Background: an optimization exercise with open tools, aiming at small area. Do not read the settings as production practice.

==> run Z: inputs <==
## blinking_led
module blinking_led
   #(parameter W = 4)
   (
    input  logic clk,
    input  logic reset,
    input  logic cs,
    input  logic read,
    input  logic write,
    input  logic [4:0] addr,
    input  logic [31:0] wr_data,
    output logic [31:0] rd_data,
    output logic [W-1:0] led_out
   );
   logic        we;
   logic [26:0] tnew;
   assign we   = cs && write && (addr[4:2] == 3'd0);
   logic [26:0] x, y;
   assign x    = wr_data[26:0];
   assign tnew = y;
   logic s1;
   logic c2;
   logic s3;
   logic c4;
   logic s5;
   logic c6;
   logic s7;
   logic c8;
   logic s9;
   logic c10;
   logic s11;
   logic c12;
   logic s13;
   logic c14;
   logic s15;
   logic c16;
   logic s17;
   logic c18;
   logic s19;
   logic c20;
   logic s21;
   logic c22;
   logic s23;
   logic c24;
   logic s25;
   logic c26;
   logic s27;
   logic c28;
   logic s29;
   logic c30;
   logic s31;
   logic c32;
   logic s33;
   logic c34;
   logic s35;
   logic c36;
   logic s37;
   logic c38;
   logic s39;
   logic c40;
   logic s41;
   logic c42;
  ...
==> module blinking, before the edit <==
module blinking (
    input  logic        clk,
    input  logic        reset,
    input  logic        we,           
    input  logic [26:0] tnew,         
    output logic        led
);
    logic        valid;               
    logic [26:0] tqn;                 
    logic [31:0] counter;
    logic [31:0] cnext;
    logic [27:0] cy;                  
    logic [32:0] k;                   
    logic        ge;
    always_comb begin
        cy[0] = 1'b1;
        for (int i = 0; i < 27; i++)
            cy[i+1] = (counter[i+5] & tqn[i]) | (counter[i+5] & cy[i]) | (tqn[i] & cy[i]);
    end
    assign ge = !valid || cy[27];
    always_comb begin
        k[0] = 1'b1;
        for (int i = 0; i < 32; i++) begin
            cnext[i] = (counter[i] ^ k[i]) & !ge;
            k[i+1]   = k[i] & counter[i];
        end
    end
    always_ff @(posedge clk or posedge reset) begin
        if (reset) valid <= 1'b0;
        else if (we) valid <= 1'b1;
    end
    always_ff @(posedge clk) begin
        if (we) tqn <= ~tnew;
    end
    always_ff @(posedge clk) begin
        counter <= cnext;
    end
    always_ff @(posedge clk or posedge reset) begin
        if (reset)   led <= 1'b0;
        else if (ge) led <= ~led;
    end
endmodule
make LEC_CHECK=0 CAP_MARGIN=20 CORE_MARGIN=2 CORE_UTILIZATION=40 CTS_BUF_LIST=sky130_fd_sc_hd__clkbuf_16 CTS_CLUSTER_DIAMETER=100 CTS_CLUSTER_SIZE=25 SLEW_MARGIN=20 finish   # period 10.0 ns
run.sh (not shown) runs the stock make flow with config.mk's settings and CLKGATE_MAP_FILE= SYNTH_SCRIPT=/design/flow/synth_recipe.tcl, a recipe that flattens the netlist after the stock synthesis.
==> inputs of run D, as changes to run Z <==
--- a/flow/design.v
+++ b/flow/design.v
@@ -262,37 +262,12 @@
    logic s201;
    logic c202;
    logic s203;
    logic c204;
    logic s205;
    logic c206;
-   logic q207;
-   logic p208;
-   logic q209;
-   logic p210;
-   logic q211;
-   logic p212;
-   logic q213;
-   logic p214;
-   logic q215;
-   logic p216;
-   logic q217;
-   logic p218;
-   logic q219;
-   logic p220;
-   logic q221;
-   logic p222;
-   logic q223;
-   logic p224;
-   logic q225;
-   logic p226;
-   logic q227;
-   logic p228;
-   logic q229;
-   logic p230;
-   logic q231;
    assign s1 = x[10] ^ x[8];
    assign c2 = x[10] & x[8];
    assign s3 = x[11] ^ x[9] ^ x[7];
    assign c4 = (x[11] & x[9]) | (x[11] & x[7]) | (x[9] & x[7]);
    assign s5 = x[6] ^ x[1];
    assign c6 = x[6] & x[1];
@@ -465,14 +440,14 @@
    assign s173 = s123 ^ c122 ^ c172;
    assign c174 = (s123 & c122) | (s123 & c172) | (c122 & c172);
    assign s175 = s125 ^ c124 ^ c174;
    assign c176 = (s125 & c124) | (s125 & c174) | (c124 & c174);
    assign s177 = s127 ^ c126 ^ c176;
    assign c178 = (s127 & c126) | (s127 & c176) | (c126 & c176);
-   assign s179 = s129 ^ c128;
-   assign c180 = s129 & c128;
+   assign s179 = s129 ^ c128 ^ c178;
+   assign c180 = (s129 & c128) | (s129 & c178) | (c128 & c178);
    assign s181 = s131 ^ c130 ^ c180;
    assign c182 = (s131 & c130) | (s131 & c180) | (c130 & c180);
    assign s183 = s133 ^ c132 ^ c182;
    assign c184 = (s133 & c132) | (s133 & c182) | (c132 & c182);
    assign s185 = s135 ^ c134 ^ c184;
    assign c186 = (s135 & c134) | (s135 & c184) | (c134 & c184);
@@ -493,51 +468,12 @@
    assign s201 = s151 ^ c150 ^ c200;
    assign c202 = (s151 & c150) | (s151 & c200) | (c150 & c200);
    assign s203 = s153 ^ c152 ^ c202;
    assign c204 = (s153 & c152) | (s153 & c202) | (c152 & c202);
    assign s205 = s155 ^ c154 ^ c204;
    assign c206 = (s155 & c154) | (s155 & c204) | (c154 & c204);
-   assign y[13] = s179 ^ c178;
-   assign q207 = c178 & s179;
-   assign y[14] = s181 ^ q207;
-   assign p208 = s179 & s181;
-   assign q209 = c178 & p208;
-   assign y[15] = s183 ^ q209;
-   assign p210 = p208 & s183;
-   assign q211 = c178 & p210;
-   assign y[16] = s185 ^ q211;
-   assign p212 = p210 & s185;
-   assign q213 = c178 & p212;
-   assign y[17] = s187 ^ q213;
-   assign p214 = p212 & s187;
-   assign q215 = c178 & p214;
-   assign y[18] = s189 ^ q215;
-   assign p216 = p214 & s189;
-   assign q217 = c178 & p216;
-   assign y[19] = s191 ^ q217;
-   assign p218 = p216 & s191;
-   assign q219 = c178 & p218;
-   assign y[20] = s193 ^ q219;
-   assign p220 = p218 & s193;
-   assign q221 = c178 & p220;
-   assign y[21] = s195 ^ q221;
-   assign p222 = p220 & s195;
-   assign q223 = c178 & p222;
-   assign y[22] = s197 ^ q223;
-   assign p224 = p222 & s197;
-   assign q225 = c178 & p224;
-   assign y[23] = s199 ^ q225;
-   assign p226 = p224 & s199;
-   assign q227 = c178 & p226;
-   assign y[24] = s201 ^ q227;
-   assign p228 = p226 & s201;
-   assign q229 = c178 & p228;
-   assign y[25] = s203 ^ q229;
-   assign p230 = p228 & s203;
-   assign q231 = c178 & p230;
-   assign y[26] = s205 ^ q231;
    assign y[0] = x[0];
    assign y[1] = x[1];
    assign y[2] = s157;
    assign y[3] = s159;
    assign y[4] = s161;
    assign y[5] = s163;
@@ -545,12 +481,26 @@
    assign y[7] = s167;
    assign y[8] = s169;
    assign y[9] = s171;
    assign y[10] = s173;
    assign y[11] = s175;
    assign y[12] = s177;
+   assign y[13] = s179;
+   assign y[14] = s181;
+   assign y[15] = s183;
+   assign y[16] = s185;
+   assign y[17] = s187;
+   assign y[18] = s189;
+   assign y[19] = s191;
+   assign y[20] = s193;
+   assign y[21] = s195;
+   assign y[22] = s197;
+   assign y[23] = s199;
+   assign y[24] = s201;
+   assign y[25] = s203;
+   assign y[26] = s205;
    assign rd_data = 32'd0;
    genvar i;
    generate
       for (i = 0; i < W; i++) begin : g_led
          blinking led_i (.clk(clk), .reset(reset), .we(we && addr[1:0] == i),
                          .tnew(tnew), .led(led_out[i]));
Settings changed: CTS_BUF_LIST sky130_fd_sc_hd__clkbuf_16 to unset, CTS_CLUSTER_DIAMETER 100 to unset, CTS_CLUSTER_SIZE 25 to unset.
==> inputs of run F, as changes to run Z <==
Settings changed: CTS_BUF_LIST sky130_fd_sc_hd__clkbuf_16 to unset, CTS_CLUSTER_DIAMETER 100 to unset, CTS_CLUSTER_SIZE 25 to unset.
==> inputs of run C, as changes to run Z <==
--- a/flow/design.v
+++ b/flow/design.v
@@ -12,13 +12,13 @@
     logic [27:0] cy;                  
     logic [32:0] k;                   
     logic        ge;
     always_comb begin
         cy[0] = 1'b1;
         for (int i = 0; i < 27; i++)
-            cy[i+1] = (counter[i+5] & tqn[i]) | (counter[i+5] & cy[i]) | (tqn[i] & cy[i]);
+            cy[i+1] = tqn[i] ? (counter[i+5] | cy[i]) : (counter[i+5] & cy[i]);
     end
     assign ge = !valid || cy[27];
     always_comb begin
         k[0] = 1'b1;
         for (int i = 0; i < 32; i++) begin
             cnext[i] = (counter[i] ^ k[i]) & !ge;
Settings changed: CORE_UTILIZATION 40 to 60, CTS_CLUSTER_SIZE 25 to 30.
==> notes.md <==
| item | run D | run Z | run C | run F |
|---|---|---|---|---|
| Status | complete, but fails checks | timing/DRC/antenna clean | timing/DRC/antenna clean | timing/DRC/antenna clean |
| Reasons for failing layout checks | setup timing | - | - | - |
| Global routing met2 resource utilization | 0.249 | 0.248 | 0.343 | 0.250 |
| Routed wl met3 | 942 um | 1.05 mm | 762 um | 1.19 mm |
| Total of cells resized after clock tree synthesis | 32 | 0 | 0 | 0 |
| Die Footprint | 0.0337 mm2 | 0.0342 mm2 | 0.0226 mm2 | 0.0342 mm2 |
| Worst Hold Margin | 0.420 ns | 0.426 ns | 0.425 ns | 0.421 ns |
| Number of setup violations in the final report | 4 | 0 | 0 | 0 |
| Met3 layer usage reported by global route | 0.0186 | 0.0193 | 0.0194 | 0.0234 |
| Max_slew headroom | 0.488 | 0.247 | 0.403 | 0.253 |
| Total half-perimeter wirelength after legalization and detailed placement | 18.0 mm | 18.1 mm | 17.3 mm | 18.1 mm |
| Cell area after synthesis | 0.0129 mm2 | 0.0131 mm2 | 0.0128 mm2 | 0.0131 mm2 |
| First-pass GRT wire length | 40.0 mm | 39.0 mm | 36.7 mm | 39.5 mm |
| Non-clock inverter count | 123 | 115 | 116 | 115 |
| Sink of the worst hold path | g_led[2].led_i.counter[0]$_DFF_P_ | g_led[3].led_i.counter[0]$_DFF_P_ | g_led[1].led_i.counter[0]$_DFF_P_ | g_led[3].led_i.counter[0]$_DFF_P_ |
| Number of clock-tree buffers in the layout | 41 | 13 | 13 | 36 |
| Share of synthesized cell area in and, or, nand and nor gates | 0.0964 | 0.100 | 0.0964 | 0.100 |
| Yosys cell types | 66 | 67 | 55 | 67 |
| Final worst path period share | 1.00 | 0.965 | 0.959 | 0.962 |
| Post-route worst setup slack | -0.0449 ns | 0.351 ns | 0.405 ns | 0.377 ns |
| All-Layer GR Usage | 0.152 | 0.147 | 0.213 | 0.149 |
| Inst Count DP | 1481 | 1539 | 1368 | 1539 |
| Flip-flop and latch share of the layout cell area | 0.408 | 0.420 | 0.431 | 0.405 |
| Met1 Track Usage GR | 0.212 | 0.198 | 0.306 | 0.200 |
| RSZ-0062 raised after global routing | true | false | false | false |
Function was not checked in any run of this note: the RTL went through the layout flow alone.

[separate check: timing with driven ports]
Ports are ideal in the flow. The routed layouts listed here were re-timed in OpenROAD. Step 1 (the two cells are an assumption about what drives the block):
set clk [get_ports {clk}]
set_driving_cell -lib_cell sky130_fd_sc_hd__clkbuf_16 $clk
set_driving_cell -lib_cell sky130_fd_sc_hd__buf_2 [delete_from_list [all_inputs] $clk]
Step 2 adds t to the input delays and takes it off the output delays; t is the mean of the earliest and latest rising clock arrival at the registers after step 1. Input paths then give back, and output paths get back, about the clock's delay inside the block. a / b / c = ideal / step 1 / step 2; a / b = the first two.
run	t (ns)	setup slack, ns	worst setup path at the end	cell pins on the clock port's net
run Z	0.528	0.351 / 0.377 / -0.150	input to register	1
run D	0.576	-0.045 / -0.057 / -0.633	input to register	1
run F	0.563	0.377 / 0.403 / -0.160	input to register	1
run C	0.511	0.405 / 0.426 / -0.085	input to register	1
With both steps, setup timing fails in run Z, run F and run C, where it was met with ideal ports. The setup slack of run D, which loses most, moves by -0.012 ns with the drivers and by -0.588 ns with both steps.
